This is an optimization exercise on Yosys and OpenROAD, whose aim is small area, not a production implementation. Function was checked by simulation only, so behaviour that the tests miss may differ from the original. Power figures rest on the tool's default switching activity, not on a simulated workload.

==> design.v <==
`timescale 1 ns / 1 ps
module irig_read_2 (clk, ce, state, en, irig_data, cal, hrd_rst, ind, write, dir, start, rst_reg, cont, in_frame, terminate, issue, aux_out);
output [3:0] aux_out;
output [4:0] state;
output write;
output [3:0] dir;
output start;
output rst_reg;
output cont;
output in_frame;
output terminate;
output issue;
input clk;
input ce;
input en;
input [2:0] irig_data;
input cal;
input hrd_rst;
input [7:0] ind;
localparam S  = 5'd0,  A  = 5'd1,  B  = 5'd2,  AA = 5'd3,  C  = 5'd4,  CS = 5'd5,  DC = 5'd6,  DZ = 5'd7,
           E  = 5'd8,  EX = 5'd9,  F  = 5'd10, Y  = 5'd11, G  = 5'd12, H  = 5'd13, I  = 5'd14, J  = 5'd15,
           K  = 5'd16, L1 = 5'd17, L  = 5'd18, M  = 5'd19, N  = 5'd20, O  = 5'd21, P  = 5'd22, Q  = 5'd23,
           QU = 5'd24, R  = 5'd25, SS = 5'd26, T  = 5'd27, U  = 5'd28, V  = 5'd29, X  = 5'd30, Z  = 5'd31;
reg [3:0] dir_dic;
always @(*) begin
	case (ind)
		8'd1, 8'd2, 8'd3, 8'd4:			dir_dic = 4'b0000;
		8'd6, 8'd7, 8'd8:			dir_dic = 4'b0001;
		8'd9, 8'd19, 8'd29, 8'd39, 8'd49:	dir_dic = 4'b1100;
		8'd10, 8'd11, 8'd12, 8'd13:		dir_dic = 4'b0010;
		8'd15, 8'd16, 8'd17:			dir_dic = 4'b0011;
		8'd20, 8'd21, 8'd22, 8'd23:		dir_dic = 4'b0100;
		8'd24:					dir_dic = 4'b0111;
		8'd25, 8'd26:				dir_dic = 4'b0101;
		8'd30, 8'd31, 8'd32, 8'd33:		dir_dic = 4'b0110;
		8'd35, 8'd36, 8'd37, 8'd38:		dir_dic = 4'b0111;
		8'd40, 8'd41:				dir_dic = 4'b1000;
		default:				dir_dic = 4'b1111;
	endcase
end
reg [4:0] st, nx;
reg [1:0] cnt;       
reg [3:0] aux;
reg start_r, write_r, term_r;
always @(posedge clk, posedge hrd_rst)
	if (hrd_rst) st <= S;
	else st <= nx;
always @(*) begin
	case (st)
		S:      nx = A;
		A:      nx = B;
		B:      nx = cal ? C : B;
		C, CS:  nx = DC;
		DC, DZ: nx = E;
		E, EX:  nx = en ? F : E;
		F:      nx = Y;
		Y:      nx = G;
		G:      nx = H;
		H:      nx = (irig_data == 3'b111) ? I : Z;
		I:      nx = J;
		J:      nx = cnt[1] ? K : X;
		K:      nx = L1;
		L1, L:  nx = en ? M : L;
		M:      nx = (ind == 8'd100) ? N : AA;
		N:      nx = (cnt == 2'd3) ? O : N;
		O:      nx = B;
		AA:     nx = P;
		P:      nx = (aux == 4'b1100) ? R : (aux == 4'b1111) ? Q : T;
		Q, QU:  nx = L1;
		R:      nx = (irig_data == 3'b111) ? Q : SS;
		SS:     nx = CS;
		T:      nx = (irig_data == 3'b011) ? U : (irig_data == 3'b001) ? V : SS;
		U, V:   nx = QU;
		X:      nx = EX;
		default: nx = DZ;  
	endcase
end
always @(posedge clk, posedge hrd_rst)
	if (hrd_rst) begin
		start_r <= 1'b0;
		write_r <= 1'b0;
		term_r <= 1'b0;
		aux <= 4'b1111;
	end else begin
		case (st)
			K: start_r <= 1'b1;
			S, C, CS: start_r <= 1'b0;
			default: ;
		endcase
		case (st)
			U: write_r <= 1'b1;
			S, V: write_r <= 1'b0;
			default: ;
		endcase
		term_r <= (st == O);
		if (st == AA) aux <= dir_dic;
	end
always @(posedge clk)
	case (st)
		DC, DZ, L1, L: cnt <= 2'd0;
		I, N: cnt <= cnt + 2'd1;
		default: ;
	endcase
assign start = start_r;
assign write = write_r;
assign terminate = term_r;
assign rst_reg = (st == A) | (st == DC);
assign issue = (st == CS) | (st == DZ);
assign cont = (st == EX);
assign in_frame = (st == L1);
assign dir = (st == QU) ? aux : 4'b1111;
assign aux_out = aux;
assign state = st;
endmodule
`timescale 1 ns / 1 ps
module parse_inputs (clk, ce, hard_rst, rst, gpio, cal, in_frame, terminate, cont, en_ind, rst_ind, data_ready, en_cbh, rst_cbh, state_out, reg_wait);
output en_ind;
output rst_ind;
output data_ready;
output en_cbh;
output rst_cbh;
output [3:0] state_out;
input clk;
input ce;
input hard_rst;
input rst;
input gpio;
input cal;
input in_frame;
input terminate;
input cont;
input [15:0] reg_wait;
localparam START = 4'd0, A = 4'd1, B = 4'd2, C = 4'd3, D = 4'd4, E1 = 4'd5, E2 = 4'd6, F = 4'd7,
           G1 = 4'd8, G = 4'd9, H = 4'd10, I = 4'd11, J = 4'd12, K = 4'd13, L = 4'd14, M = 4'd15;
reg [3:0] st, nx;
reg [15:0] aux, counter;
reg rst_ind_r, rst_cbh_r;
reg gt;     
always @(posedge clk, posedge hard_rst)
	if (hard_rst) st <= START;
	else st <= nx;
always @(*) begin
	case (st)
		START: nx = A;
		A: nx = B;
		B: nx = cal ? C : B;
		C: nx = H;
		H: nx = D;
		D: nx = gpio ? E1 : D;
		E1, E2: nx = gpio ? E2 : M;
		M: nx = gt ? F : C;
		F: nx = G1;
		G1, G: nx = terminate ? A : rst ? K : in_frame ? I : cont ? C : G;
		I: nx = J;
		J: nx = C;
		K: nx = L;
		default: nx = C;  
	endcase
end
always @(posedge clk, posedge hard_rst)
	if (hard_rst) begin
		rst_ind_r <= 1'b0;
		rst_cbh_r <= 1'b0;
	end else begin
		case (st)
			START, A, K: rst_ind_r <= 1'b1;
			B, L: rst_ind_r <= 1'b0;
			default: ;
		endcase
		case (st)
			START, C: rst_cbh_r <= 1'b1;
			H: rst_cbh_r <= 1'b0;
			default: ;
		endcase
	end
always @(posedge clk) begin
	if (st == START) aux <= reg_wait;
	if (st == E1 || st == E2) begin
		counter <= counter + 16'd1;
		gt <= (counter != 16'hffff) && (gt || counter == aux);
	end else begin
		counter <= 16'd0;
		gt <= 1'b0;
	end
end
assign data_ready = (st == G1);
assign en_ind = (st == J);
assign en_cbh = (st == E2) | (st == M);
assign rst_ind = rst_ind_r;
assign rst_cbh = rst_cbh_r;
assign state_out = st;
endmodule
`timescale 1 ns / 1 ps
module fsm_frac_sec (clk, ce, hard_rst, gpio, new_count, waiting, threshold, state);
output new_count;
output [2:0] state;
input clk;
input ce;
input hard_rst;
input gpio;
input [15:0] threshold;
input [15:0] waiting;
localparam S0 = 3'd0, ST = 3'd1, A = 3'd2, B = 3'd3, C = 3'd4, D = 3'd5, E = 3'd6, F = 3'd7;
reg [2:0] st, nx;
reg [15:0] aux, aux_wait, counter;
reg nc;
reg d_exit;    
always @(posedge clk, posedge hard_rst)
	if (hard_rst) st <= S0;
	else st <= nx;
always @(*) begin
	case (st)
		S0, ST: nx = A;
		A: nx = gpio ? B : A;
		B: nx = (counter > aux) ? C : (~gpio ? ST : B);
		C: nx = D;
		D: nx = d_exit ? E : D;
		E: nx = ~gpio ? F : E;
		default: nx = A;  
	endcase
end
always @(posedge clk, posedge hard_rst)
	if (hard_rst) nc <= 1'b0;
	else nc <= (st == C);
always @(posedge clk) begin
	if (st == S0 || st == C || st == F) counter <= 16'd0;
	else counter <= counter + {15'd0, (st == B || st == D)};
	d_exit <= (st == D) && (counter == aux_wait) && (counter != 16'hffff);
end
always @(posedge clk)
	if (st == S0 || st == ST) begin
		aux <= threshold;
		aux_wait <= waiting;
	end
assign new_count = nc;
assign state = st;
endmodule
`timescale 1 ns / 1 ps
module irig_ctrl (
    input         clk,
    input         rst,
    input         ir_en,
    input         ir_cal,
    input  [2:0]  ir_irig_data,
    input  [7:0]  ir_ind,
    output        ir_write,
    output [3:0]  ir_dir,
    output        ir_start,
    output        ir_rst_reg,
    output        ir_cont,
    output        ir_in_frame,
    output        ir_terminate,
    output        ir_issue,
    output [3:0]  ir_aux_out,
    input         pi_rst,
    input         pi_gpio,
    input         pi_cal,
    input         pi_in_frame,
    input         pi_terminate,
    input         pi_cont,
    input  [15:0] pi_reg_wait,
    output        pi_en_ind,
    output        pi_rst_ind,
    output        pi_data_ready,
    output        pi_en_cbh,
    output        pi_rst_cbh,
    input         fs_gpio,
    input  [15:0] fs_threshold,
    input  [15:0] fs_waiting,
    output        fs_new_count
);
    wire [4:0] ir_state;
    wire [3:0] pi_state;
    wire [2:0] fs_state;
    irig_read_2 u_irig (
        .clk(clk), .ce(1'b1), .state(ir_state), .en(ir_en),
        .irig_data(ir_irig_data), .cal(ir_cal), .hrd_rst(rst), .ind(ir_ind),
        .write(ir_write), .dir(ir_dir), .start(ir_start), .rst_reg(ir_rst_reg),
        .cont(ir_cont), .in_frame(ir_in_frame), .terminate(ir_terminate),
        .issue(ir_issue), .aux_out(ir_aux_out)
    );
    parse_inputs u_parse (
        .clk(clk), .ce(1'b1), .hard_rst(rst), .rst(pi_rst), .gpio(pi_gpio),
        .cal(pi_cal), .in_frame(pi_in_frame), .terminate(pi_terminate),
        .cont(pi_cont), .en_ind(pi_en_ind), .rst_ind(pi_rst_ind),
        .data_ready(pi_data_ready), .en_cbh(pi_en_cbh), .rst_cbh(pi_rst_cbh),
        .state_out(pi_state), .reg_wait(pi_reg_wait)
    );
    fsm_frac_sec u_frac (
        .clk(clk), .ce(1'b1), .hard_rst(rst), .gpio(fs_gpio),
        .new_count(fs_new_count), .waiting(fs_waiting),
        .threshold(fs_threshold), .state(fs_state)
    );
endmodule
==> run.sh <==
#!/bin/bash
# synth_recipe.tcl (not shown) runs the flow's synth.tcl, then flattens the netlist and writes it again
# the make line also repeats each setting of config.mk as NAME=value (left out here)
make -C /OpenROAD-flow-scripts/flow DESIGN_CONFIG=/design/flow/config.mk WORK_HOME=/design/flow/orfs CLKGATE_MAP_FILE= SYNTH_SCRIPT=/design/flow/synth_recipe.tcl finish
==> config.mk <==
export PLATFORM = sky130hd
export DESIGN_NAME = irig_ctrl
export DESIGN_NICKNAME = irig_ctrl
export VERILOG_FILES = /design/flow/design.v
export SDC_FILE = /design/flow/constraint.sdc
export NUM_CORES = 4
export LEC_CHECK = 0
export CAP_MARGIN = 20
export CORE_MARGIN = 2
export CORE_UTILIZATION = 40
export SLEW_MARGIN = 20
==> constraint.sdc <==
create_clock -name core_clock -period 5.0 [get_ports {clk}]
set_input_delay 1.0000 -clock core_clock [delete_from_list [all_inputs] [get_ports {clk}]]
set_output_delay 1.0000 -clock core_clock [all_outputs]
set_load 0.01 [all_outputs]
==> impl_metrics.env, run 1 <==
export IMPL_place_hpwl_mm=9.32
export IMPL_crit_start="u_irig.st[4]$_DFF_PP0_"
export IMPL_cts_buffer_depth=2
export IMPL_numCtsBuffers=9
export IMPL_antennaDiodeCount=0
export IMPL_antenna_found_initial=0
export IMPL_synth_edf_count=50
export IMPL_initial_core_util_pct=41.2
export IMPL_slew_violations=0
export IMPL_multiInputGateArea_mm2=0.00280
export IMPL_rsz0062_at_grt="no"
export IMPL_fin_nets=764
export IMPL_cp_arrival_ns=2.41
export IMPL_tightest_slew_ns=0.926
export IMPL_wire_per_inst_um=14.8
export IMPL_yosys_cell_count_top_type="nor2_1"
export IMPL_synthArstFlopShare_pct=20.8
export IMPL_status="complete, no violations"
export IMPL_firstDrtPassIters=4
export IMPL_ys_ff_latch=106
export IMPL_cts_root_buffer="clkbuf_16"
export IMPL_yosysTopAreaCell="edfxtp_1"
export IMPL_timing_rr_start="u_irig.st[2]$_DFF_PP0_"
export IMPL_finClkSkew_ns=0.00679
export IMPL_area_growth_pct=23.0
export IMPL_synth_area_mm2=0.00577
export IMPL_fin_crit_ns=3.41
export IMPL_cts_tree="built"
export IMPL_cellLeakagePower_nw=2.81
export IMPL_maxCapViolations=0
export IMPL_ant_nets=0
export IMPL_avgSynthCellArea_um2=9.71
export IMPL_yosysSeqAreaShare_pct=47.5
export IMPL_drc=0
export IMPL_drt_iter0_markers=323
export IMPL_grt_overflow=0
export IMPL_syn_inst=594
export IMPL_critPathMaxFanout=25
export IMPL_setup_violations_final=0
export IMPL_insertion_delay_ns=0.35
export IMPL_wl_mm=12.6
export IMPL_die_h_um=124
export IMPL_seqCellArea_mm2=0.00274
export IMPL_grtUsageTotal_pct=17.0
export IMPL_grt_pass1_wl_mm=20.5
export IMPL_avgViaCountPerCell=5.34
export IMPL_rows=43
export IMPL_postCtsResizedCells=0
export IMPL_period_share_pct=68.2
export IMPL_io_buffers=90
export IMPL_synth_top_area_share_pct=26.0
export IMPL_io_pin_count=91
export IMPL_clkTransAtPathRegs_ns=0.07
export IMPL_vdd_drop_max_v=0.000203
export IMPL_yosysWarnings=3
export IMPL_cp_end_kind="output port"
export IMPL_cp_required_ns=4.00
export IMPL_postCtsHoldBufs=0
export IMPL_cts_sinks=106
export IMPL_yosys_top_cells_area="edfxtp_1 26%, dfxtp_1 12%, dfrtp_1 7.8%"
export IMPL_powerDensity_mw_per_mm2=420
export IMPL_cts_setup_buffers=0
export IMPL_vias=4558
export IMPL_routabilityCongestion=0.854
export IMPL_core_area_mm2=0.0140
export IMPL_grt_max_degree=30
export IMPL_die_area_mm2=0.0154
export IMPL_final_fill_count=1281
export IMPL_place_ws_ns=1.93
export IMPL_ys_flop_type="edfxtp_1"
export IMPL_slew_headroom_pct=38.2
export IMPL_die_width_um=124
export IMPL_synth_commonest_cells="57 x nor2_1, 50 x edfxtp_1, 49 x xor2_1"
export IMPL_final_layout_size_suffix_gt1_share_pct=4.61
export IMPL_worstHoldStart="u_parse.counter[0]$_SDFF_PN0_"
export IMPL_syn_nets=690
export IMPL_grt_pass1_vias=4380
export IMPL_synth_distinct_cells=66
export IMPL_cp_start_kind="register"
export IMPL_finalSetupTns_ns=0
export IMPL_max_freq_mhz=293
export IMPL_cts_max_level=3
export IMPL_hold_viol_final=0
export IMPL_hp_class="register to register"
export IMPL_crit_type="register to output port"
export IMPL_setup_slack_ns=1.59
power by group:
part           switching (mW)  total [mW]  internal [mW]  leakage (nW)
logic                   0.459       0.895          0.435          1.66
clock network           0.307       0.709          0.403         0.143
registers               0.283        1.37           1.09          1.00
total                    1.05        2.98           1.93          2.81
path summary, 6_finish.rpt:
check | end | slack, ns | cells past startpoint
hold reg to reg | u_parse.counter[0]$_SDFF_PN0_ | 0.51 | 1
min in group asynchronous | u_irig.term_r$_DFF_PP0_ | 1.16 | 2
max in group asynchronous | u_frac.nc$_DFF_PP0_ | 3.27 | 2
setup / recovery | ir_dir[2] | 1.59 | 4
setup reg to reg | u_irig.st[1]$_DFF_PP0_ | 2.57 | 5
hold / removal | u_parse.counter[0]$_SDFF_PN0_ | 0.51 | 1
state kept, by name, indices dropped and copies added (netlist names), 2 cells and up:
signal	cells
u_frac.aux	16
u_frac.aux_wait	16
u_frac.counter	16
u_parse.aux	16
u_parse.counter	16
u_irig.st	5
u_irig.aux	4
u_parse.st	4
u_frac.st	3
u_irig.cnt	2
kinds of logic after synthesis:
kind of cell	count (synthesis)	share of synthesized area [%]
adders and majority gates	26	5.64
muxes	2	0.369
buffers and inverters	58	4.15
AOI/OAI and AO/OA	116	13.0
DFF	106	47.5
xor gates and xnor gates	58	8.81
and+or+nand+nor	228	20.6
placed cells by master (no fill, tap or decap), types with 4 or more instances in the layout:
cell,count
a21o_1,4
a21oi_1,33
a31oi_1,5
and3_1,9
and4_1,6
clkbuf_16,9
clkdlybuf4s50_1,90
dfrtp_1,18
dfstp_2,4
dfxtp_1,34
edfxtp_1,50
ha_1,26
inv_1,28
nand2_1,37
nand2b_1,18
nand3_1,26
nand4_1,11
nor2_1,56
nor2b_1,14
nor3_1,18
nor4_1,10
o211ai_1,4
o21ai_0,28
or3_1,6
xnor2_1,9
xor2_1,49
worst max-delay path, stage by stage (launching register included):
cell and delay (ns):
dfrtp_1 0.84, nand2b_1 0.21, nor3_1 0.42, nand2b_1 0.10
clkdlybuf4s50_1 0.49
per-layer routing:
layer	vias to the layer above	wire length, um	track usage (%)
met5	-	0	0
met4	0	107	4.21
met3	8	696	4.81
met2	107	5990	27.5
met1	2164	5810	22.6
li1	2279	-	-
area by class of cell:
class,instances,share of cell area [%]
Multi-Input combinational cell,430,39.5
Sequential cell,106,38.6
Timing Repair Buffer,93,13.0
Clock buffer,12,3.48
Tap cell,180,3.18
Inverter,28,1.48
Clock inverter,4,0.723
through the flow:
stage,hold WS (ns),power [mW],area (um^2),util [%],std cells
detailed placement,0.496,2.28,6790,48.5,837
floorplan,0.447,1.96,5770,-,594
global route,0.551,3.18,7090,50.7,853
CTS,0.511,3.01,7090,50.7,853
global placement,0.483,2.26,6790,48.5,837
finish,0.509,2.98,7090,50.7,853
==> run 2: changes to the inputs <==
==> flow/run.sh (new file) <==
#!/bin/bash
# Own layout flow: the standard ORFS flow with
#  - synthesis mapped by an area-oriented ABC script and without the
#    half/full-adder extraction (registers are mapped as in the standard
#    synthesis, so they keep their names and cells),
#  - the smallest buffer on each port,
#  - a clock tree of small clock buffers without dummy loads.
# Each step's full output goes to its own log file in the work folder.
set -euo pipefail
W=$(pwd)
F=$W/flow
export FLOW_ABC_SCRIPT=$F/area.abc
bash standard.sh SYNTH_SCRIPT=$F/synth.tcl ADDER_MAP_FILE= synth > $W/log_synth.txt 2>&1
bash standard.sh SYNTH_SCRIPT=$F/synth.tcl ADDER_MAP_FILE= \
  "BUFFER_PORTS_ARGS=-buffer_cell sky130_fd_sc_hd__buf_1" \
  "CTS_ARGS=-sink_clustering_enable -repair_clock_nets -dont_use_dummy_load -buf_list {sky130_fd_sc_hd__clkbuf_4 sky130_fd_sc_hd__clkbuf_8}" \
  finish > $W/log_layout.txt 2>&1
==> flow/area.abc (new file) <==
strash
&get -n
&deepsyn -T 40
&put
dch -f
amap
topo
stime -c
buffer -c
==> flow/synth.tcl (new file) <==
proc synth {args} { yosys synth -nofsm -noshare {*}$args }
proc abc {args} {
  set i [lsearch -exact $args -script]
  if { $i >= 0 } {
    set args [lreplace $args $i [expr { $i + 1 }] -script $::env(FLOW_ABC_SCRIPT)]
  }
  yosys abc {*}$args
}
source $::env(SCRIPTS_DIR)/synth.tcl
# left out here: clear keep_hierarchy, flatten, clean up, hide names made inside functions, write 1_2_yosys.v
==> standard.sh (new file) <==
#!/bin/bash
# synth_recipe.tcl (not shown) runs the flow's synth.tcl, then flattens the netlist and writes it again
# the make line also repeats each setting of config.mk as NAME=value (left out here)
make -C /OpenROAD-flow-scripts/flow DESIGN_CONFIG=/design/flow/config.mk WORK_HOME=/design/flow/orfs CLKGATE_MAP_FILE= SYNTH_SCRIPT=/design/flow/synth_recipe.tcl "${@:-finish}"
removed: run.sh
==> impl_metrics.env, run 2 <==
export IMPL_status="complete, no violations"
export IMPL_design_area_mm2=0.00560
export IMPL_cts_buffer_depth=2
export IMPL_worstHoldStart="u_parse.counter[0]$_SDFF_PN0_"
export IMPL_layout_common_cells="115 x nor2_1, 90 x buf_1, 76 x inv_1"
export IMPL_die_width_um=116
export IMPL_final_layout_size_suffix_gt1_share_pct=6.57
export IMPL_yosys_cell_count_top_type="nor2_1"
export IMPL_clkTransAtPathRegs_ns=0.09
export IMPL_period_share_pct=68.1
export IMPL_ys_flop_type="edfxtp_1"
export IMPL_drc=0
export IMPL_syn_inst=545
export IMPL_powerDensity_mw_per_mm2=468
export IMPL_grtUsageTotal_pct=17.1
export IMPL_grt_pass1_wl_mm=18.1
export IMPL_die_h_um=116
export IMPL_crit_type="register to register"
export IMPL_cts_root_buffer="clkbuf_8"
export IMPL_setup_violations_final=0
export IMPL_firstDrtPassIters=5
export IMPL_ys_ff_latch=106
export IMPL_cts_setup_buffers=0
export IMPL_initial_core_util_pct=41.3
export IMPL_cts_tree="built"
export IMPL_postCtsResizedCells=0
export IMPL_worstHoldPathCells=1
export IMPL_routabilityCongestion=0.881
export IMPL_avgViaCountPerCell=5.10
export IMPL_vias=4119
export IMPL_cp_end_kind="register"
export IMPL_place_hpwl_mm=8.38
export IMPL_hold_viol_final=0
export IMPL_synth_edf_count=50
export IMPL_avgSynthCellArea_um2=9.18
export IMPL_slew_headroom_pct=41.8
export IMPL_vdd_drop_max_v=0.000193
export IMPL_antennaDiodeCount=0
export IMPL_area_growth_pct=11.9
export IMPL_critPathBufInv=0
export IMPL_timing_rr_start="u_frac.st[1]$_DFF_PP0_"
export IMPL_yosys_top_cells_area="edfxtp_1 30%, dfxtp_1 14%, dfrtp_1 9.0%"
export IMPL_io_pin_count=91
export IMPL_min_to="u_parse.counter[0]$_SDFF_PN0_"
export IMPL_cp_arrival_ns=3.67
export IMPL_grt_pass1_vias=3907
export IMPL_insertion_delay_ns=0.36
export IMPL_drt_iter0_markers=234
export IMPL_syn_nets=615
export IMPL_yosysTopAreaCell="edfxtp_1"
export IMPL_io_buffers=90
export IMPL_max_freq_mhz=294
export IMPL_die_area_mm2=0.0134
export IMPL_grt_overflow=0
export IMPL_postCtsHoldBufs=0
export IMPL_fin_nets=711
export IMPL_cts_max_level=3
export IMPL_yosysSeqAreaShare_pct=54.7
export IMPL_antenna_found_initial=0
export IMPL_critPathMaxFanout=6
export IMPL_fin_crit_ns=3.40
export IMPL_synth_area_mm2=0.00500
export IMPL_cts_sinks=106
export IMPL_worstPathCellList="nand2_1, o21ai_0, nand2_1, nor2_1, nand2_1, nor2_1, nand2_1, nor2_1, nand2_1, nor2_1, nand2_1, nor2_1, nand2_1, nor2_1, nand2_1, nor2_1, and2_2, nor2_1, o2111a_1"
export IMPL_cellLeakagePower_nw=2.00
export IMPL_grt_max_degree=33
export IMPL_ff2ff_setup_slack_ns=1.60
export IMPL_critical_path_slowest_cell="dfrtp_1"
export IMPL_hp_class="register to register"
export IMPL_synth_distinct_cells=48
export IMPL_synth_top_area_share_pct=30.0
export IMPL_wl_mm=10.9
export IMPL_numCtsBuffers=9
export IMPL_place_area_mm2=0.00547
export IMPL_slew_violations=0
export IMPL_crit_start="u_frac.st[1]$_DFF_PP0_"
export IMPL_crit_family="simple AND/OR/NAND/NOR gates"
export IMPL_synthArstFlopShare_pct=20.8
export IMPL_finalSetupTns_ns=0
export IMPL_final_common_cell="nor2_1"
export IMPL_rsz0062_at_grt="no"
export IMPL_tightest_slew_ns=0.873
export IMPL_finClkSkew_ns=0.0218
export IMPL_wire_per_inst_um=13.5
export IMPL_synth_commonest_cells="116 x nor2_1, 76 x inv_1, 50 x edfxtp_1"
export IMPL_r2r_end="u_frac.d_exit$_DFF_P_"
export IMPL_cp_required_ns=5.26
export IMPL_core_area_mm2=0.0121
export IMPL_cp_start_kind="register"
export IMPL_ant_nets=0
export IMPL_yosysWarnings=3
export IMPL_maxCapViolations=0
export IMPL_cp_slowest_stage_delay_ns=0.45
export IMPL_reg2reg_depth=19
export IMPL_rows=40
export IMPL_fin_hold_ws_ns=0.413
==> run 2: cell count changes after synthesis, moves of 13 or more <==
cell,change
ha_1,-26
nor2b_1,-14
xor2_1,-49
a211oi_1,+14
nand2b_1,-18
clkbuf_1,-13
nor2_1,+59
inv_1,+48
buf_2,-14
nand3_1,-22
==> run 2: cells by family after synthesis <==
group	synth area share, %
AND/OR/NAND/NOR	18.1
buffers and inverters	7.93
AO/OA/AOI/OAI	19.3
flip-flops	54.7
==> run 2: final cells by class <==
class                           count  area, um^2
Fill cell                        1235        6510
Tap cell                          168         210
Inverter                           77         289
Clock buffer                        9         124
Timing Repair Buffer               93         360
Sequential cell                   106        2740
Multi-Input combinational cell    354        1880
==> run 2: layer usage <==
metal  track usage, %  wire length, um  part of all wire (%)  vias to the layer above
met1             22.4             5000                    46                     1888
met2             28.3             5290                    48                      129
li1                 -                -                     -                     2096
met3             4.13              579                   5.3                        6
met5                0                0                     0                        -
met4             4.76               49                  0.45                        0
==> run 2: per-stage QoR <==
| step | setup slack (ns) | power [mW] | util (%) | instances |
|---|---|---|---|---|
| after global routing | 1.04 | 2.83 | 46.2 | 807 |
| after global placement | 1.84 | 2.21 | 45.2 | 798 |
| after CTS | 1.60 | 2.64 | 46.2 | 807 |
| after detailed placement | 1.60 | 2.22 | 45.2 | 798 |
| final | 1.60 | 2.62 | 46.2 | 807 |
| after floorplan | 2.10 | 2.01 | - | 545 |
==> run 2: worst max path at each step <==
stage                                       end  slack, ns  cells past startpoint
final                     u_frac.d_exit$_DFF_P_       1.60                     19
after detailed placement  u_frac.d_exit$_DFF_P_       1.60                     19
after global placement    u_frac.d_exit$_DFF_P_       1.84                     19
after CTS                 u_frac.d_exit$_DFF_P_       1.60                     19
after floorplan           u_frac.d_exit$_DFF_P_       2.10                     19
after global routing      u_frac.d_exit$_DFF_P_       1.04                     19
==> run 2: report_power, final <==
part | switching [mW] | leakage [nW] | total (mW) | internal, mW
clock | 0.247 | 0.0647 | 0.409 | 0.162
combinational | 0.578 | 0.940 | 0.895 | 0.316
sequential | 0.172 | 0.998 | 1.32 | 1.14
total | 0.997 | 2.00 | 2.62 | 1.62
==> run 2: worst reg2reg max path, stage by stage, from the launching register on <==
cell      delay (ns)
dfrtp_1         0.45
nand2_1         0.13
o21ai_0         0.26
nand2_1         0.13
nor2_1          0.18
nand2_1         0.12
nor2_1          0.19
nand2_1         0.11
nor2_1          0.18
nand2_1         0.11
nor2_1          0.17
nand2_1         0.10
nor2_1          0.16
nand2_1         0.11
nor2_1          0.16
nand2_1         0.11
nor2_1          0.18
and2_2          0.20
nor2_1          0.05
o2111a_1        0.22
==> run 3: changes to the inputs <==
--- a/design.v
+++ b/design.v
@@ -67,3 +67,3 @@
 		AA:     nx = P;
-		P:      nx = (aux == 4'b1100) ? R : (aux == 4'b1111) ? Q : T;
+		P:      nx = (aux[3] & aux[2]) ? (aux[0] ? Q : R) : T;
 		Q, QU:  nx = L1;
@@ -98,7 +98,4 @@
 always @(posedge clk)
-	case (st)
-		DC, DZ, L1, L: cnt <= 2'd0;
-		I, N: cnt <= cnt + 2'd1;
-		default: ;
-	endcase
+	if (st == DC || st == DZ || st == L1 || st == L) cnt <= 2'd0;
+	else cnt <= cnt + {1'b0, (st == I || st == N)};
 assign start = start_r;
--- a/flow/run.sh
+++ b/flow/run.sh
@@ -12,2 +12,3 @@
 export FLOW_ABC_SCRIPT=$F/area.abc
+CTS='-sink_clustering_enable -repair_clock_nets -dont_use_dummy_load -buf_list {sky130_fd_sc_hd__clkbuf_4 sky130_fd_sc_hd__clkbuf_8}'
 bash standard.sh SYNTH_SCRIPT=$F/synth.tcl ADDER_MAP_FILE= synth > $W/log_synth.txt 2>&1
@@ -15,3 +16,3 @@
   "BUFFER_PORTS_ARGS=-buffer_cell sky130_fd_sc_hd__buf_1" \
-  "CTS_ARGS=-sink_clustering_enable -repair_clock_nets -dont_use_dummy_load -buf_list {sky130_fd_sc_hd__clkbuf_4 sky130_fd_sc_hd__clkbuf_8}" \
+  "CTS_ARGS=$CTS" \
   finish > $W/log_layout.txt 2>&1
==> flow/area.abc (replaced) <==
strash
&get -n
&deepsyn -T 40
&put
dch -f
amap
==> impl_metrics.env, run 3 <==
export IMPL_core_area_mm2=0.0119
export IMPL_die_area_mm2=0.0130
export IMPL_rows=40
export IMPL_yosysSeqAreaShare_pct=56.2
export IMPL_finalPower_mw=2.49
export IMPL_rsz0062_at_grt="no"
export IMPL_worstHoldPathCells=1
export IMPL_final_common_cell="nor2_1"
export IMPL_setup_violations_final=0
export IMPL_maxCapViolations=0
export IMPL_cts_setup_buffers=0
export IMPL_clkTransAtPathRegs_ns=0.10
export IMPL_io_buffers=90
export IMPL_grt_overflow=0
export IMPL_ys_ff_latch=106
export IMPL_synth_distinct_cells=37
export IMPL_place_hpwl_mm=8.23
export IMPL_crit_type="register to register"
export IMPL_synth_commonest_cells="106 x nor2_1, 74 x clkinv_1, 48 x edfxtp_1"
export IMPL_timing_rr_start="u_frac.st[1]$_DFF_PP0_"
export IMPL_p_int_mw=1.54
export IMPL_slew_headroom_pct=37.7
export IMPL_yosys_cell_count_top_type="nor2_1"
export IMPL_cp_end_kind="register"
export IMPL_yosys_top_cells_area="edfxtp_1 30%, dfxtp_1 15%, dfrtp_1 9.3%"
export IMPL_synth_area_mm2=0.00484
export IMPL_ant_nets=0
export IMPL_reg2reg_depth=22
export IMPL_place_area_mm2=0.00538
export IMPL_fin_crit_ns=3.50
export IMPL_grt_pass1_vias=3931
export IMPL_cp_start_kind="register"
export IMPL_die_width_um=114
export IMPL_syn_nets=599
export IMPL_seqPwrFrac_pct=49.9
export IMPL_hp_class="register to register"
export IMPL_layout_common_cells="105 x nor2_1, 90 x buf_1, 74 x clkinv_1"
export IMPL_postCtsHoldBufs=0
export IMPL_ff2ff_setup_slack_ns=1.50
export IMPL_wl_mm=10.9
export IMPL_comb_power_share_pct=33.2
export IMPL_synth_edf_count=48
export IMPL_fin_nets=702
export IMPL_clock_power_share_pct=16.9
export IMPL_synthArstFlopShare_pct=20.8
export IMPL_ys_flop_type="edfxtp_1"
export IMPL_numCtsBuffers=9
export IMPL_slew_violations=0
export IMPL_cp_required_ns=5.26
export IMPL_routabilityCongestion=0.892
export IMPL_syn_inst=529
export IMPL_postCtsResizedCells=0
export IMPL_finalSetupTns_ns=0
export IMPL_cts_sinks=106
export IMPL_cts_tree="built"
export IMPL_grt_max_degree=33
export IMPL_area_growth_pct=13.7
export IMPL_synth_top_area_share_pct=29.8
export IMPL_grtUsageTotal_pct=17.6
export IMPL_cp_arrival_ns=3.76
export IMPL_vdd_drop_max_v=0.000255
export IMPL_firstDrtPassIters=4
export IMPL_status="complete, no violations"
export IMPL_yosysTopAreaCell="edfxtp_1"
export IMPL_avgSynthCellArea_um2=9.15
export IMPL_wire_per_inst_um=14.0
export IMPL_drt_iter0_markers=258
export IMPL_r2r_end="u_frac.d_exit$_DFF_P_"
export IMPL_initial_core_util_pct=40.6
export IMPL_min_to="u_parse.counter[0]$_SDFF_PN0_"
export IMPL_finClkSkew_ns=0.0135
export IMPL_die_h_um=114
export IMPL_p_switching_mw=0.952
export IMPL_final_layout_size_suffix_gt1_share_pct=2.54
export IMPL_design_area_mm2=0.00550
export IMPL_antennaDiodeCount=0
export IMPL_period_share_pct=69.9
export IMPL_cellLeakagePower_nw=1.80
export IMPL_worstHoldStart="u_parse.counter[0]$_SDFF_PN0_"
export IMPL_io_pin_count=91
export IMPL_avgViaCountPerCell=5.32
export IMPL_cts_buffer_depth=2
export IMPL_max_freq_mhz=286
export IMPL_yosysWarnings=3
export IMPL_vias=4130
export IMPL_insertion_delay_ns=0.37
export IMPL_cts_root_buffer="clkbuf_8"
export IMPL_swShare_pct=38.2
export IMPL_critPathMaxFanout=5
export IMPL_grt_pass1_wl_mm=18.1
export IMPL_tightest_slew_ns=0.930
export IMPL_hold_viol_final=0
export IMPL_powerDensity_mw_per_mm2=453
export IMPL_antenna_found_initial=0
export IMPL_cts_max_level=3
export IMPL_drc=0
[run 3: cell types whose count changed after synthesis, sizes merged, moves of 7 or more]
cell / delta
nor2: -10
inv: -76
clkinv: +73
a21oi: -9
clkbuf: -7
[run 3: metal layers]
metal  share of wire [%]  track usage (%)  vias up
met5                   0                0        -
li1                    -                -     2111
met1                  46             23.2     1863
met4                 2.7             8.13        0
met2                  46             28.3      133
met3                 5.1             3.19       23
[run 3: logic make-up after synthesis]
| family | Yosys count | share of synthesized area (%) |
|---|---|---|
| flip-flops | 106 | 56.2 |
| AO/OA/AOI/OAI | 149 | 20.5 |
| buffers and inverters | 74 | 5.74 |
| AND/OR/NAND/NOR | 200 | 17.6 |
[run 3: area by class of cell]
type / instances / area (um^2)
sequential: 106 / 2720
fill: 1204 / 6410
multi-input combinational: 349 / 1850
inverter: 74 / 278
clock buffer: 9 / 124
tap: 147 / 184
timing repair buffer: 92 / 353
[run 3: per-stage QoR]
| stage | instances | worst slack (ns) | utilization [%] | hold slack (ns) |
|---|---|---|---|---|
| 2_1_floorplan | 529 | 2.03 | - | 0.401 |
| 3_3_place_gp | 768 | 1.78 | 45.1 | 0.409 |
| 3_5_place_dp | 768 | 1.55 | 45.1 | 0.414 |
| 4_1_cts | 777 | 1.52 | 46.2 | 0.429 |
| 5_1_grt | 777 | 0.913 | 46.2 | 0.454 |
| 6_report | 777 | 1.50 | 46.2 | 0.424 |
[run 3: power by group through the flow]
stage | combinational (mW) | sequential [mW] | clock (mW)
2_1_floorplan | 0.582 | 1.24 | 0
3_3_place_gp | 0.813 | 1.26 | 0
3_5_place_dp | 0.820 | 1.26 | 0
4_1_cts | 0.823 | 1.24 | 0.437
5_1_grt | 0.952 | 1.27 | 0.466
6_report | 0.828 | 1.24 | 0.420
[run 3: worst max-delay path, stage by stage (launching register included)]
cell	delay, ns
dfrtp_1	0.41
clkinv_1	0.12
nor2_1	0.31
a211oi_1	0.12
nor2_1	0.15
clkinv_1	0.10
nor2_1	0.15
nand2_1	0.10
nor2_1	0.17
nand2_1	0.11
nor2_1	0.16
nand2_1	0.11
nor2_1	0.16
nand2_1	0.10
nor2_1	0.16
nand2_1	0.10
nor2_1	0.16
nand2_1	0.10
nor2_1	0.16
nand2_1	0.11
nor2_1	0.14
o21a_1	0.12
nor4b_1	0.05
[run 3: worst max-delay path by stage]
stage | startpoint | end | slack, ns | cells past startpoint
after floorplan | u_frac.st[1]$_DFF_PP0_ | u_frac.d_exit$_DFF_P_ | 2.03 | 22
after global placement | u_frac.st[1]$_DFF_PP0_ | u_frac.d_exit$_DFF_P_ | 1.78 | 22
after detailed placement | u_frac.st[1]$_DFF_PP0_ | u_frac.d_exit$_DFF_P_ | 1.55 | 22
after CTS | u_frac.st[1]$_DFF_PP0_ | u_frac.d_exit$_DFF_P_ | 1.52 | 22
after global routing | u_frac.st[1]$_DFF_PP0_ | u_frac.d_exit$_DFF_P_ | 0.91 | 22
final | u_frac.st[1]$_DFF_PP0_ | u_frac.d_exit$_DFF_P_ | 1.50 | 22
==> run 4: changes to the inputs <==
--- a/design.v
+++ b/design.v
@@ -134,3 +134,2 @@
 reg rst_ind_r, rst_cbh_r;
-reg gt;     
 always @(posedge clk, posedge hard_rst)
@@ -147,3 +146,3 @@
 		E1, E2: nx = gpio ? E2 : M;
-		M: nx = gt ? F : C;
+		M: nx = (aux < counter) ? F : C;
 		F: nx = G1;
@@ -174,9 +173,4 @@
 	if (st == START) aux <= reg_wait;
-	if (st == E1 || st == E2) begin
-		counter <= counter + 16'd1;
-		gt <= (counter != 16'hffff) && (gt || counter == aux);
-	end else begin
-		counter <= 16'd0;
-		gt <= 1'b0;
-	end
+	if (st == E1 || st == E2) counter <= counter + 16'd1;
+	else counter <= 16'd0;
 end
@@ -203,3 +197,2 @@
 reg nc;
-reg d_exit;    
 always @(posedge clk, posedge hard_rst)
@@ -211,5 +204,5 @@
 		A: nx = gpio ? B : A;
-		B: nx = (counter > aux) ? C : (~gpio ? ST : B);
+		B: nx = gt ? C : (~gpio ? ST : B);
 		C: nx = D;
-		D: nx = d_exit ? E : D;
+		D: nx = gt ? E : D;
 		E: nx = ~gpio ? F : E;
@@ -221,7 +214,6 @@
 	else nc <= (st == C);
-always @(posedge clk) begin
+wire gt = counter > ((st == D) ? aux_wait : aux);
+always @(posedge clk)
 	if (st == S0 || st == C || st == F) counter <= 16'd0;
 	else counter <= counter + {15'd0, (st == B || st == D)};
-	d_exit <= (st == D) && (counter == aux_wait) && (counter != 16'hffff);
-end
 always @(posedge clk)
==> impl_metrics.env, run 4 <==
export IMPL_cp_required_ns=5.29
export IMPL_ant_nets=0
export IMPL_rsz0062_at_grt="no"
export IMPL_initial_core_util_pct=41.1
export IMPL_yosys_cell_count_top_type="nor2_1"
export IMPL_ff2ff_setup_slack_ns=1.32
export IMPL_synthArstFlopShare_pct=21.2
export IMPL_grt_pass1_wl_mm=17.4
export IMPL_ys_ff_latch=104
export IMPL_p_int_mw=1.53
export IMPL_synth_commonest_cells="107 x nor2_1, 61 x clkinv_1, 48 x edfxtp_1"
export IMPL_yosysWarnings=3
export IMPL_cp_start_kind="register"
export IMPL_cellLeakagePower_nw=1.79
export IMPL_cts_root_buffer="clkbuf_8"
export IMPL_numCtsBuffers=9
export IMPL_max_freq_mhz=272
export IMPL_routabilityCongestion=0.884
export IMPL_postCtsResizedCells=0
export IMPL_fin_crit_ns=3.68
export IMPL_cp_arrival_ns=3.97
export IMPL_dpl_cell_count=746
export IMPL_final_common_cell="nor2_1"
export IMPL_io_buffers=90
export IMPL_yosysSeqAreaShare_pct=56.9
export IMPL_yosys_top_cells_area="edfxtp_1 31%, dfxtp_1 14%, dfrtp_1 9.6%"
export IMPL_vias=4101
export IMPL_rows=39
export IMPL_grt_pass1_vias=3812
export IMPL_crit_start="u_frac.st[1]$_DFF_PP0_"
export IMPL_layout_cells_non_filler=756
export IMPL_swShare_pct=37.3
export IMPL_firstDrtPassIters=5
export IMPL_hold_viol_final=0
export IMPL_crit_type="register to register"
export IMPL_vdd_drop_max_v=0.000190
export IMPL_slew_violations=0
export IMPL_r2r_end="u_frac.st[1]$_DFF_PP0_"
export IMPL_drc=0
export IMPL_grt_overflow=0
export IMPL_maxCapViolations=0
export IMPL_finish_utilization_pct=47.0
export IMPL_comb_power_share_pct=32.9
export IMPL_die_area_mm2=0.0127
export IMPL_postCtsHoldBufs=0
export IMPL_insertion_delay_ns=0.38
export IMPL_avgViaCountPerCell=5.42
export IMPL_cts_buffer_depth=2
export IMPL_cts_max_level=3
export IMPL_finClkSkew_ns=0.0246
export IMPL_tightest_slew_ns=0.855
export IMPL_period_share_pct=73.6
export IMPL_cts_sinks=104
export IMPL_finalSetupTns_ns=0
export IMPL_cp_end_kind="register"
export IMPL_synth_edf_count=48
export IMPL_fin_hold_ws_ns=0.422
export IMPL_wire_per_inst_um=13.9
export IMPL_final_layout_size_suffix_gt1_share_pct=2.94
export IMPL_clkTransAtPathRegs_ns=0.09
export IMPL_p_switching_mw=0.906
export IMPL_syn_inst=509
export IMPL_cts_setup_buffers=0
export IMPL_antenna_found_initial=1
export IMPL_worstHoldPathCells=1
export IMPL_die_h_um=112
export IMPL_seqPwrFrac_pct=50.2
export IMPL_min_to="u_parse.counter[0]$_SDFF_PN0_"
export IMPL_powerDensity_mw_per_mm2=452
export IMPL_slew_headroom_pct=42.7
export IMPL_io_pin_count=91
export IMPL_yosysTopAreaCell="edfxtp_1"
export IMPL_reg2reg_depth=25
export IMPL_wl_mm=10.5
export IMPL_timing_rr_start="u_frac.st[1]$_DFF_PP0_"
export IMPL_synth_top_area_share_pct=30.6
export IMPL_core_area_mm2=0.0115
export IMPL_critPathMaxFanout=20
export IMPL_fin_nets=684
export IMPL_setup_violations_final=0
export IMPL_layout_common_cells="106 x nor2_1, 90 x buf_1, 61 x clkinv_1"
export IMPL_worstHoldStart="u_parse.counter[0]$_SDFF_PN0_"
export IMPL_avgSynthCellArea_um2=9.25
export IMPL_grt_max_degree=33
export IMPL_ys_flop_type="edfxtp_1"
export IMPL_synth_area_mm2=0.00471
export IMPL_final_fill_count=1111
export IMPL_synth_distinct_cells=46
export IMPL_clock_power_share_pct=17.0
export IMPL_hp_class="register to register"
export IMPL_grtUsageTotal_pct=16.7
export IMPL_syn_nets=579
export IMPL_status="complete, no violations"
export IMPL_cts_tree="built"
export IMPL_area_growth_pct=14.4
export IMPL_place_hpwl_mm=7.78
export IMPL_drt_iter0_markers=276
export IMPL_die_width_um=112
run 4: worst max-delay path, cell delays in order, from the launching register on:
cell and delay [ns]:
dfrtp_1 0.33, buf_4 0.24, clkinv_1 0.49, a221oi_1 0.42, a21oi_1 0.06, o21ai_0 0.18
o21a_1 0.14, o22ai_1 0.07, o21ai_0 0.08, a222oi_1 0.08, o21ai_0 0.18, o21ai_0 0.11
o21ai_0 0.08, o221a_1 0.18, a21oi_1 0.04, nor2_1 0.09, a21oi_1 0.05, nor2_1 0.09
a21oi_1 0.04, nor2_1 0.09, a21oi_1 0.04, nor2_1 0.09, a21oi_1 0.07, nor2_1 0.15
nor2_1 0.06, a31oi_1 0.16
run 4: worst max path at each step:
stage,end,depth (start not counted)
CTS,u_frac.st[1]$_DFF_PP0_,25
detailed placement,u_frac.st[1]$_DFF_PP0_,25
floorplan,u_frac.counter[15]$_SDFF_PP0_,16
global route,u_frac.st[1]$_DFF_PP0_,25
global placement,u_frac.st[1]$_DFF_PP0_,25
finish,u_frac.st[1]$_DFF_PP0_,25
run 4: through the flow:
stage | power [mW] | cell area (um^2) | worst slack [ns]
after floorplan | 1.77 | 4710 | 0.960
after global placement | 2.02 | 5260 | 1.51
after detailed placement | 2.03 | 5260 | 1.34
after CTS | 2.45 | 5380 | 1.31
after global routing | 2.60 | 5380 | 0.845
final | 2.43 | 5380 | 1.32
run 4: area by class of cell:
type	instances	area [um^2]	area share, %
repair buffers	94	368	6.83
flip-flops and latches	104	2680	49.7
multi-input cells	344	1800	33.5
inverters	61	229	4.25
clock buffers	9	124	2.30
diodes	1	2.50	0.0465
well taps	143	179	3.32
run 4: kinds of logic after synthesis:
| group | Yosys count | share of synthesized area, % |
|---|---|---|
| simple gates | 205 | 18.9 |
| compound gates | 139 | 19.4 |
| flops | 104 | 56.9 |
| buf+inv | 61 | 4.86 |
run 4: layer usage:
layer / part of all wire [%] / global-route usage, % / up-vias
li1: - / - / 2053
met1: 45 / 22.5 / 1869
met2: 46 / 25.9 / 154
met3: 6.4 / 4.32 / 25
met4: 2.2 / 6.99 / 0
met5: 0 / 0 / -
run 4: power by group through the flow:
stage / registers, mW / logic, mW / clock network [mW]
final: 1.22 / 0.799 / 0.412
after global routing: 1.24 / 0.900 / 0.460
after CTS: 1.22 / 0.795 / 0.432
after detailed placement: 1.23 / 0.793 / 0
after global placement: 1.23 / 0.785 / 0
after floorplan: 1.22 / 0.551 / 0
==> run 5: changes to the inputs <==
--- a/design.v
+++ b/design.v
@@ -98,3 +98,3 @@
 always @(posedge clk)
-	if (st == DC || st == DZ || st == L1 || st == L) cnt <= 2'd0;
+	if (st == DC || st == DZ || st == M) cnt <= 2'd0;
 	else cnt <= cnt + {1'b0, (st == I || st == N)};
==> impl_metrics.env, run 5 <==
export IMPL_status="complete, no violations"
export IMPL_syn_nets=589
export IMPL_cts_buffer_depth=2
export IMPL_maxCapViolations=0
export IMPL_ant_nets=0
export IMPL_synth_top_area_share_pct=30.2
export IMPL_firstDrtPassIters=16
export IMPL_wire_per_inst_um=12.9
export IMPL_die_width_um=113
export IMPL_yosys_top_cells_area="edfxtp_1 30%, dfxtp_1 14%, dfrtp_1 9.4%"
export IMPL_finClkSkew_ns=0.0363
export IMPL_yosysWarnings=3
export IMPL_slew_violations=0
export IMPL_swShare_pct=37.7
export IMPL_fin_nets=694
export IMPL_avgViaCountPerCell=5.22
export IMPL_yosysSeqAreaShare_pct=56.2
export IMPL_initial_core_util_pct=41.4
export IMPL_cp_arrival_ns=4.38
export IMPL_routabilityCongestion=0.956
export IMPL_cts_setup_buffers=0
export IMPL_finish_utilization_pct=47.2
export IMPL_clock_power_share_pct=15.8
export IMPL_die_area_mm2=0.0128
export IMPL_wl_mm=9.89
export IMPL_io_buffers=90
export IMPL_cts_root_buffer="clkbuf_8"
export IMPL_vias=3993
export IMPL_grt_pass1_wl_mm=17.0
export IMPL_cp_end_kind="register"
export IMPL_setup_slack_ns=0.918
export IMPL_period_share_pct=81.6
export IMPL_ys_ff_latch=104
export IMPL_grt_pass1_vias=3747
export IMPL_cp_slowest_stage_delay_ns=0.75
export IMPL_fin_crit_ns=4.08
export IMPL_postCtsHoldBufs=0
export IMPL_cts_tree="built"
export IMPL_rows=39
export IMPL_critPathMaxFanout=21
export IMPL_postCtsResizedCells=0
export IMPL_tightest_slew_ns=0.847
export IMPL_hp_class="register to register"
export IMPL_max_freq_mhz=245
export IMPL_cellLeakagePower_nw=1.77
export IMPL_final_common_cell="nor2_1"
export IMPL_synthArstFlopShare_pct=21.2
export IMPL_cts_sinks=104
export IMPL_p_int_mw=1.59
export IMPL_synth_edf_count=48
export IMPL_drc=0
export IMPL_cts_max_level=3
export IMPL_hold_viol_final=0
export IMPL_grt_max_degree=34
export IMPL_antennaDiodeCount=0
export IMPL_syn_inst=519
export IMPL_antenna_found_initial=0
export IMPL_area_growth_pct=14.1
export IMPL_grtUsageTotal_pct=16.4
export IMPL_slew_headroom_pct=43.2
export IMPL_clkTransAtPathRegs_ns=0.09
export IMPL_place_ws_ns=0.970
export IMPL_yosys_cell_count_top_type="nor2_1"
export IMPL_cp_required_ns=5.30
export IMPL_p_switching_mw=0.962
export IMPL_rsz0062_at_grt="no"
export IMPL_final_layout_size_suffix_gt1_share_pct=2.89
export IMPL_numCtsBuffers=9
export IMPL_setup_violations_final=0
export IMPL_avgSynthCellArea_um2=9.19
export IMPL_drt_iter0_markers=491
export IMPL_crit_family="compound AO/OA/AOI/OAI gates"
export IMPL_grt_overflow=0
export IMPL_core_area_mm2=0.0115
export IMPL_place_area_mm2=0.00532
export IMPL_critPathBufInv=2
export IMPL_place_hpwl_mm=7.58
export IMPL_comb_power_share_pct=34.0
export IMPL_vdd_drop_max_v=0.000241
export IMPL_yosysTopAreaCell="edfxtp_1"
export IMPL_layout_common_cells="117 x nor2_1, 90 x buf_1, 67 x clkinv_1"
export IMPL_powerDensity_mw_per_mm2=469
export IMPL_crit_type="register to register"
export IMPL_synth_commonest_cells="118 x nor2_1, 67 x clkinv_1, 48 x edfxtp_1"
export IMPL_finalSetupTns_ns=0
export IMPL_insertion_delay_ns=0.37
export IMPL_die_h_um=113
export IMPL_ys_flop_type="edfxtp_1"
export IMPL_synth_distinct_cells=43
export IMPL_seqPwrFrac_pct=50.3
export IMPL_io_pin_count=91
export IMPL_cp_start_kind="register"
export IMPL_critical_path_slowest_cell="dfrtp_1"
export IMPL_design_area_mm2=0.00544
export IMPL_synth_area_mm2=0.00477
## run 5: changes by cell type after synthesis, moves of 3 or more
cell      delta
nand2_1      +4
clkinv_1     +6
o21ai_0      -9
and3_1       -8
a22o_1       +7
nor2_1      +11
o221ai_1     +4
or3_1        -3
nor3b_1      +8
a21oi_1      -3
o22ai_1     -11
and2_0       -4
## run 5: layout make-up
| type | count | area, um^2 |
|---|---|---|
| tap | 143 | 179 |
| fill | 1105 | 6080 |
| multi-input combinational | 348 | 1840 |
| inverter | 67 | 251 |
| sequential | 104 | 2680 |
| timing repair buffer | 94 | 368 |
| clock buffer | 9 | 124 |
## run 5: path summary, 6_finish.rpt
kind                            slack [ns]                          start  cells after the start                       endpoint
worst max-delay path                  0.92         u_frac.st[2]$_DFF_PP0_                     29         u_frac.st[1]$_DFF_PP0_
worst min-delay path                  0.43  u_parse.counter[0]$_SDFF_PN0_                      1  u_parse.counter[0]$_SDFF_PN0_
worst max register to register        0.92         u_frac.st[2]$_DFF_PP0_                     29         u_frac.st[1]$_DFF_PP0_
worst min register to register        0.43  u_parse.counter[0]$_SDFF_PN0_                      1  u_parse.counter[0]$_SDFF_PN0_
max in group asynchronous             3.90                            rst                      2        u_parse.st[0]$_DFF_PP0_
min in group asynchronous             0.66                            rst                      2     u_irig.write_r$_DFFE_PP0P_
## run 5: cells by family (layout without fill, tap and decap cells)
family | after synthesis | in the layout | synth area share (%)
simple gates | 213 | 213 | 19.1
compound gates | 135 | 135 | 19.5
flops | 104 | 104 | 56.2
buf+inv | 67 | 170 | 5.28
## run 5: power by group through the flow
stage / clock [mW] / sequential (mW) / combinational [mW]
3_5_place_dp: 0 / 1.30 / 0.864
6_report: 0.402 / 1.28 / 0.867
2_1_floorplan: 0 / 1.27 / 0.624
3_3_place_gp: 0 / 1.30 / 0.863
5_1_grt: 0.463 / 1.31 / 0.987
4_1_cts: 0.434 / 1.28 / 0.866
## run 5: metrics by stage
stage / instances / hold slack (ns) / total power [mW]
CTS: 765 / 0.434 / 2.58
finish: 765 / 0.428 / 2.55
global placement: 756 / 0.415 / 2.16
floorplan: 519 / 0.401 / 1.89
global route: 765 / 0.459 / 2.76
detailed placement: 756 / 0.418 / 2.16
## run 5: per-layer routing
metal,vias up,global-route usage (%),share of wire [%]
li1,2064,-,-
met1,1769,22.2,46
met2,147,25.6,46
met3,13,4.66,6.7
met4,0,5.53,1.3
met5,-,0,0
==> run 6: changes to the inputs <==
==> flow/area.abc (replaced) <==
strash
&get -n
&deepsyn -J 300
&put
dch -f
amap
==> impl_metrics.env, run 6 <==
export IMPL_status="complete, no violations"
export IMPL_grt_max_degree=33
export IMPL_synth_area_mm2=0.00467
export IMPL_period_share_pct=75.6
export IMPL_initial_core_util_pct=40.9
export IMPL_postCtsHoldBufs=0
export IMPL_cp_slowest_stage_delay_ns=0.81
export IMPL_tightest_slew_ns=0.825
export IMPL_syn_nets=569
export IMPL_worstPathCellList="clkinv_1, a221oi_1, a21oi_1, o21ai_0, o21a_1, o22ai_1, o21ai_0, a222oi_1, nor3_1, a221o_1, o221ai_1, nand2_1, o221ai_1, nand2_1, o221ai_1, nand2_1, o211ai_1, a21oi_1, a31oi_1"
export IMPL_fin_crit_ns=3.78
export IMPL_ys_ff_latch=104
export IMPL_synthAdderAreaFrac_pct=0
export IMPL_critPathBufInv=1
export IMPL_final_layout_size_suffix_gt1_share_pct=2.83
export IMPL_synth_top_area_share_pct=30.8
export IMPL_antenna_found_initial=0
export IMPL_crit_start="u_frac.st[2]$_DFF_PP0_"
export IMPL_place_hpwl_mm=7.38
export IMPL_grt_pass1_wl_mm=16.6
export IMPL_synth_compound_area_share_pct=19.8
export IMPL_finalSetupTns_ns=0
export IMPL_worstHoldPathCells=1
export IMPL_vdd_drop_max_v=0.000215
export IMPL_grtUsageTotal_pct=15.9
export IMPL_core_area_mm2=0.0114
export IMPL_wl_mm=9.76
export IMPL_grt_overflow=0
export IMPL_postCtsResizedCells=0
export IMPL_synth_top_family_by_area="compound AO/OA/AOI/OAI gates"
export IMPL_slew_violations=0
export IMPL_crit_type="register to register"
export IMPL_insertion_delay_ns=0.36
export IMPL_cp_end_kind="register"
export IMPL_reg2reg_depth=19
export IMPL_place_ws_ns=1.20
export IMPL_wire_per_inst_um=13.1
export IMPL_dpl_cell_count=735
export IMPL_firstDrtPassIters=5
export IMPL_powerDensity_mw_per_mm2=442
export IMPL_avgViaCountPerCell=5.39
export IMPL_yosys_top_cells_area="edfxtp_1 31%, dfxtp_1 15%, dfrtp_1 9.6%"
export IMPL_max_freq_mhz=264
export IMPL_cts_setup_buffers=0
export IMPL_cp_arrival_ns=3.99
export IMPL_cellLeakagePower_nw=1.78
export IMPL_critical_path_slowest_cell="dfrtp_1"
export IMPL_synth_edf_count=48
export IMPL_timing_rr_start="u_frac.st[2]$_DFF_PP0_"
export IMPL_io_buffers=90
export IMPL_rsz0062_at_grt="no"
export IMPL_layout_common_cells="96 x nor2_1, 90 x buf_1, 58 x clkinv_1"
export IMPL_cts_tree="built"
export IMPL_area_growth_pct=14.2
export IMPL_slew_headroom_pct=44.6
export IMPL_yosysSeqAreaShare_pct=57.3
export IMPL_avgSynthCellArea_um2=9.37
export IMPL_setup_slack_ns=1.22
export IMPL_critPathMaxFanout=23
export IMPL_numCtsBuffers=9
export IMPL_crit_family="compound AO/OA/AOI/OAI gates"
export IMPL_setup_violations_final=0
export IMPL_drc=0
export IMPL_place_area_mm2=0.00522
export IMPL_cp_required_ns=5.21
export IMPL_rows=39
export IMPL_yosysWarnings=3
export IMPL_syn_inst=499
export IMPL_synth_xor_area_share_pct=0
export IMPL_synth_commonest_cells="97 x nor2_1, 58 x clkinv_1, 48 x edfxtp_1"
export IMPL_worstHoldStart="u_parse.counter[0]$_SDFF_PN0_"
export IMPL_vias=4013
export IMPL_hold_viol_final=0
export IMPL_die_area_mm2=0.0126
export IMPL_fin_nets=673
export IMPL_synth_simple_area_share_pct=18.3
export IMPL_layout_cells_non_filler=744
export IMPL_grt_pass1_vias=3707
export IMPL_die_width_um=112
export IMPL_design_area_mm2=0.00534
export IMPL_finClkSkew_ns=0.0264
export IMPL_hp_class="register to register"
export IMPL_cts_max_level=3
export IMPL_routabilityCongestion=0.906
export IMPL_yosys_cell_count_top_type="nor2_1"
export IMPL_clkTransAtPathRegs_ns=0.09
export IMPL_drt_iter0_markers=250
export IMPL_final_common_cell="nor2_1"
export IMPL_synth_area_mux_share_pct=0
export IMPL_cts_buffer_depth=2
export IMPL_synth_distinct_cells=40
export IMPL_ant_nets=0
export IMPL_maxCapViolations=0
export IMPL_synthArstFlopShare_pct=21.2
export IMPL_cp_start_kind="register"
export IMPL_antennaDiodeCount=0
export IMPL_yosysTopAreaCell="edfxtp_1"
export IMPL_cp_num_cells=19
export IMPL_ys_flop_type="edfxtp_1"
export IMPL_cts_sinks=104
export IMPL_cts_root_buffer="clkbuf_8"
export IMPL_die_h_um=112
export IMPL_finish_utilization_pct=46.8
export IMPL_io_pin_count=91
[run 6: changes by cell type in the layout (fill, tap and decap cells not counted), moves of 4 or more]
cell	previous run	this run
a211oi_1	19	11
clkinv_1	67	58
a21oi_1	24	28
and2_0	1	5
nand2_1	43	37
nor3b_1	11	1
and3_1	0	8
nor2_1	117	96
nor3_1	22	31
a22o_1	10	4
o21ai_0	19	23
o22ai_1	12	25
[run 6: path summary, 6_finish.rpt]
path / end / slack (ns)
worst max-delay path: u_frac.st[1]$_DFF_PP0_ / 1.22
worst min register to register: u_parse.counter[0]$_SDFF_PN0_ / 0.43
worst max register to register: u_frac.st[1]$_DFF_PP0_ / 1.22
min in group asynchronous: u_frac.st[0]$_DFF_PP0_ / 0.67
max in group asynchronous: u_irig.st[2]$_DFF_PP0_ / 3.91
worst min-delay path: u_parse.counter[0]$_SDFF_PN0_ / 0.43
[run 6: logic make-up (layout without fill, tap and decap cells)]
kind of cell | Yosys count | count (layout)
AO/OA/AOI/OAI | 140 | 140
buffers and inverters | 58 | 160
flip-flops | 104 | 104
AND/OR/NAND/NOR | 197 | 197
[run 6: final cells by class]
class / count / area, um^2
Clock buffer: 9 / 124
Sequential cell: 104 / 2680
Inverter: 58 / 218
Tap cell: 143 / 179
Timing Repair Buffer: 93 / 360
Fill cell: 1103 / 6080
Multi-Input combinational cell: 337 / 1780
[run 6: through the flow]
step / total power, mW / hold slack (ns)
4_1_cts: 2.38 / 0.429
3_3_place_gp: 1.96 / 0.416
6_report: 2.36 / 0.425
2_1_floorplan: 1.73 / 0.401
3_5_place_dp: 1.97 / 0.416
5_1_grt: 2.55 / 0.439
[run 6: power by group]
part           switching, mW  leakage (nW)  internal [mW]
registers              0.146         0.983           1.07
logic                  0.479         0.730          0.266
clock network          0.237        0.0647          0.162
total                  0.863          1.78           1.50
[run 6: worst register-to-register path: stages, from the launching register on]
cell and delay, ns:
dfrtp_1 0.81, clkinv_1 0.66, a221oi_1 0.40, a21oi_1 0.06
o21ai_0 0.16, o21a_1 0.14, o22ai_1 0.07, o21ai_0 0.08
a222oi_1 0.09, nor3_1 0.15, a221o_1 0.13, o221ai_1 0.10
nand2_1 0.07, o221ai_1 0.10, nand2_1 0.08, o221ai_1 0.10
nand2_1 0.07, o211ai_1 0.14, a21oi_1 0.18, a31oi_1 0.05
[run 6: metal layers]
metal / global-route usage [%] / vias up / part of all wire, %
li1: - / 2017 / -
met1: 20.8 / 1848 / 45
met2: 25.6 / 135 / 47
met3: 4.91 / 13 / 7.0
met4: 4.80 / 0 / 1.2
met5: 0 / - / 0

separate check: timing with driven ports:
No port has a modelled driver above. Below, the same layouts with a new extraction and two added sets of constraints.
Step 1 assumes that a clkbuf_16 drives the clock port and a buf_2 every other input.
Step 2 times the ports against the registers' clock, not the clock port: input delays grow and output delays shrink by t, the midpoint of the rising clock arrivals with the driver on.
a / b / c = ideal / step 1 / step 2; a / b = the first two.
| run | t (ns) | setup WS [ns] | hold slack, ns | latest minus earliest clock arrival (ns) | worst register clock-pin slew, ns |
|---|---|---|---|---|---|
| run 1 | 0.384 | 1.588 / 1.546 / 1.930 | 0.509 / 0.509 / 0.509 | 0.009 / 0.008 | 0.07 / 0.07 |
| run 2 | 0.383 | 1.595 / 1.595 / 1.595 | 0.413 / 0.413 / 0.413 | 0.022 / 0.022 | 0.09 / 0.09 |
| run 3 | 0.398 | 1.504 / 1.504 / 1.504 | 0.424 / 0.424 / 0.424 | 0.020 / 0.020 | 0.10 / 0.10 |
| run 4 | 0.395 | 1.320 / 1.320 / 1.320 | 0.422 / 0.422 / 0.422 | 0.025 / 0.025 | 0.10 / 0.10 |
| run 5 | 0.385 | 0.918 / 0.918 / 0.918 | 0.428 / 0.428 / 0.428 | 0.036 / 0.036 | 0.09 / 0.09 |
| run 6 | 0.380 | 1.218 / 1.218 / 1.218 | 0.425 / 0.425 / 0.425 | 0.029 / 0.029 | 0.10 / 0.10 |
After both steps every run listed still meets setup and hold.
